From an optimization exercise on the open Yosys and OpenROAD flow, aimed at small area, a short achievable clock period and few clock cycles per item; shortcuts taken in it are not production practice. At most, simulation tests tie the RTL to the original design; equivalence was not proved.

==> v30 <==
// fpu_arith
module fpu_arith
  (
   clk,
   rst,
   opa_i,
   opb_i,
   fpu_op_i,
   rmode_i,
   output_o,
   start_i,
   ready_o,
   ine_o,
   overflow_o,
   underflow_o,
   div_zero_o,
   inf_o,
   zero_o,
   qnan_o,
   snan_o
   );
==> module fpu_div_s2a, before the edit <==
module fpu_div_s2a
  (
   input [26:0]      qutnt_i,
   input [9:0] 	     exp_10_i,
   output [26:0]     fraco1_o,
   output [8:0]      expo2_o,
   output 	     lost0_o,  
   output 	     lost1_o  
   );
   wire 	     s_qutdn = !qutnt_i[26];
   wire [9:0] 	     eb0 = exp_10_i;
   wire [9:0] 	     eb1 = exp_10_i - 10'd1;
   wire 	     cb0 = eb0[9] | !(|eb0);
   wire 	     cb1 = eb1[9] | !(|eb1);
   wire [9:0] 	     vr0 = cb0 ? 10'd1 - eb0 : 10'd0;
   wire [9:0] 	     vr1 = cb1 ? (10'd1 - eb1) - 10'd1 : 10'd0;
   wire [9:0] 	     vl1 = cb1 ? 10'd0 : eb1[8] ? 10'd0 : 10'd1;
   wire [8:0] 	     e1_0 = cb0 ? 9'd1 : eb0[8:0];
   wire [8:0] 	     e1_1 = cb1 ? 9'd1 : eb1[8:0];
   wire [5:0] 	     sr0 = vr0[6] ? 6'b111111 : vr0[5:0];
   wire [5:0] 	     sr1 = vr1[6] ? 6'b111111 : vr1[5:0];
   wire [8:0] 	     e1m_0 = e1_0 - 9'd1;
   wire [8:0] 	     e1m_1 = e1_1 - 9'd1;
   wire [5:0] 	     s_shr1 = s_qutdn ? sr1 : sr0;
   wire [5:0] 	     s_shl1 = s_qutdn ? vl1[5:0] : 6'd0;
   wire 	     s_right = s_qutdn ? (|sr1) : (|sr0);
   wire [8:0] 	     s_expo1 = s_qutdn ? e1_1 : e1_0;
   wire [8:0] 	     s_expo1m = s_qutdn ? e1m_1 : e1m_0;
   wire [26:0] 	     s_fraco1 = s_right ? qutnt_i >> s_shr1 : qutnt_i << s_shl1;
   assign fraco1_o = s_fraco1;
   assign expo2_o = s_fraco1[26] ? s_expo1 : s_expo1m;
   reg [5:0] 	     s_r_zeros;
   integer 	     i;
   always @* begin
      s_r_zeros = 6'd27;
      for (i = 26; i >= 0; i = i - 1)
	if (qutnt_i[i]) s_r_zeros = i;
   end
   assign lost0_o = s_shr1 > s_r_zeros;
   assign lost1_o = (s_shr1 + 6'd1) > s_r_zeros;
endmodule
clock: 9.0 ns
lec_check: 0
abc_area: 1
cap_margin: 20
core_margin: 2
core_utilization: 35
slew_margin: 20
run.sh (not shown) runs the stock make flow with config.mk's settings and CLKGATE_MAP_FILE= SYNTH_SCRIPT=/design/flow/synth_recipe.tcl, a recipe that flattens the netlist after the stock synthesis.
==> v18: changes against v30 <==
--- a/flow/design.v
+++ b/flow/design.v
@@ -328,25 +328,14 @@
    );
    wire 	     s_qutdn = !qutnt_i[26];
-   wire [9:0] 	     eb0 = exp_10_i;
-   wire [9:0] 	     eb1 = exp_10_i - 10'd1;
-   wire 	     cb0 = eb0[9] | !(|eb0);
-   wire 	     cb1 = eb1[9] | !(|eb1);
-   wire [9:0] 	     vr0 = cb0 ? 10'd1 - eb0 : 10'd0;
-   wire [9:0] 	     vr1 = cb1 ? (10'd1 - eb1) - 10'd1 : 10'd0;
-   wire [9:0] 	     vl1 = cb1 ? 10'd0 : eb1[8] ? 10'd0 : 10'd1;
-   wire [8:0] 	     e1_0 = cb0 ? 9'd1 : eb0[8:0];
-   wire [8:0] 	     e1_1 = cb1 ? 9'd1 : eb1[8:0];
-   wire [5:0] 	     sr0 = vr0[6] ? 6'b111111 : vr0[5:0];
-   wire [5:0] 	     sr1 = vr1[6] ? 6'b111111 : vr1[5:0];
-   wire [8:0] 	     e1m_0 = e1_0 - 9'd1;
-   wire [8:0] 	     e1m_1 = e1_1 - 9'd1;
-   wire [5:0] 	     s_shr1 = s_qutdn ? sr1 : sr0;
-   wire [5:0] 	     s_shl1 = s_qutdn ? vl1[5:0] : 6'd0;
-   wire 	     s_right = s_qutdn ? (|sr1) : (|sr0);
-   wire [8:0] 	     s_expo1 = s_qutdn ? e1_1 : e1_0;
-   wire [8:0] 	     s_expo1m = s_qutdn ? e1m_1 : e1m_0;
-   wire [26:0] 	     s_fraco1 = s_right ? qutnt_i >> s_shr1 : qutnt_i << s_shl1;
+   wire [9:0] 	     s_exp_10b = exp_10_i - {9'd0, s_qutdn};
+   wire 	     c_b = s_exp_10b[9] | !(|s_exp_10b);
+   wire [9:0] 	     v_shr = c_b ? (10'd1 - s_exp_10b) - {9'd0, s_qutdn} : 10'd0;
+   wire [9:0] 	     v_shl = c_b ? 10'd0 : s_exp_10b[8] ? 10'd0 : {9'd0, s_qutdn};
+   wire [8:0] 	     s_expo1 = c_b ? 9'd1 : s_exp_10b[8:0];
+   wire [5:0] 	     s_shr1 = v_shr[6] ? 6'b111111 : v_shr[5:0];
+   wire [5:0] 	     s_shl1 = v_shl[5:0];
+   wire [26:0] 	     s_fraco1 = (|s_shr1) ? qutnt_i >> s_shr1 : qutnt_i << s_shl1;
    assign fraco1_o = s_fraco1;
-   assign expo2_o = s_fraco1[26] ? s_expo1 : s_expo1m;
+   assign expo2_o = s_fraco1[26] ? s_expo1 : s_expo1 - 9'd1;
    reg [5:0] 	     s_r_zeros;
    integer 	     i;
--- a/flow/config.mk
+++ b/flow/config.mk
@@ -6,5 +6,4 @@
 export NUM_CORES = 4
 export LEC_CHECK = 0
-export ABC_AREA = 1
 export CAP_MARGIN = 20
 export CORE_MARGIN = 2
==> qor summary <==
	v18	v30
Net count after synthesis	10700	12100
Clock network area share	0.0224	0.0240
Number of combinational gates with multiple inputs	8167	8770
Data required time of the worst path	9.56 ns	9.61 ns
Outcome	complete, but fails checks	finished clean
Violated checks	setup timing	-
Met2 layer usage reported by global route	0.486	0.487
Worst-case hold slack	0.458 ns	0.439 ns
Setup Buffers After CTS	27	1
Highest cell delay on the worst timing path	0.80 ns	0.69 ns
Simple-gate portion of the synthesized area	0.249	0.328
Gates resized, CTS repair	62	19
Routed length on met2	145000 um	139000 um
Number of rows in the core area	164	161
Clock Skews	0.0590 ns	0.0413 ns
Dominant cell type by count on the critical path	buf_4	a21oi_2
Met1 Routed Length	155000 um	143000 um
Testbench counts of v30, summed over its fixed seeds: cycles 40,382, ops 16,000.
Only the layout flow was run in v18; the RTL was not checked for function there.

[afterwards: timing with drivers on the ports]
Ports are ideal in the flow. The routed layouts listed here were re-timed in OpenROAD. Step 1: set_driving_cell puts a clkbuf_16 on clk and a buf_2 on each other input, an assumption about the parent block. Step 2 moves the port delays by t, midway between the first and last clock arrival at a register: inputs arrive t later, outputs are due t later. That takes back most of the time a late clock gives input paths. Slacks: ideal ports / drivers / drivers and shift; pairs: ideal ports / drivers.
| run | t, ns | slack for setup (ns) | worst data-port slew with drivers (ns) | pins driven straight from the clock port |
|---|---|---|---|---|
| v30 | 0.771 | 0.359 / 0.382 / -0.389 | 0.13 | 1 |
| v18 | 0.784 | -0.122 / -0.122 / -0.412 | 0.29 | 1 |
With both steps, setup timing fails in v30, where it was met with ideal ports. The setup slack of v30, which loses most, moves by +0.023 ns with the drivers and by -0.748 ns with both steps.
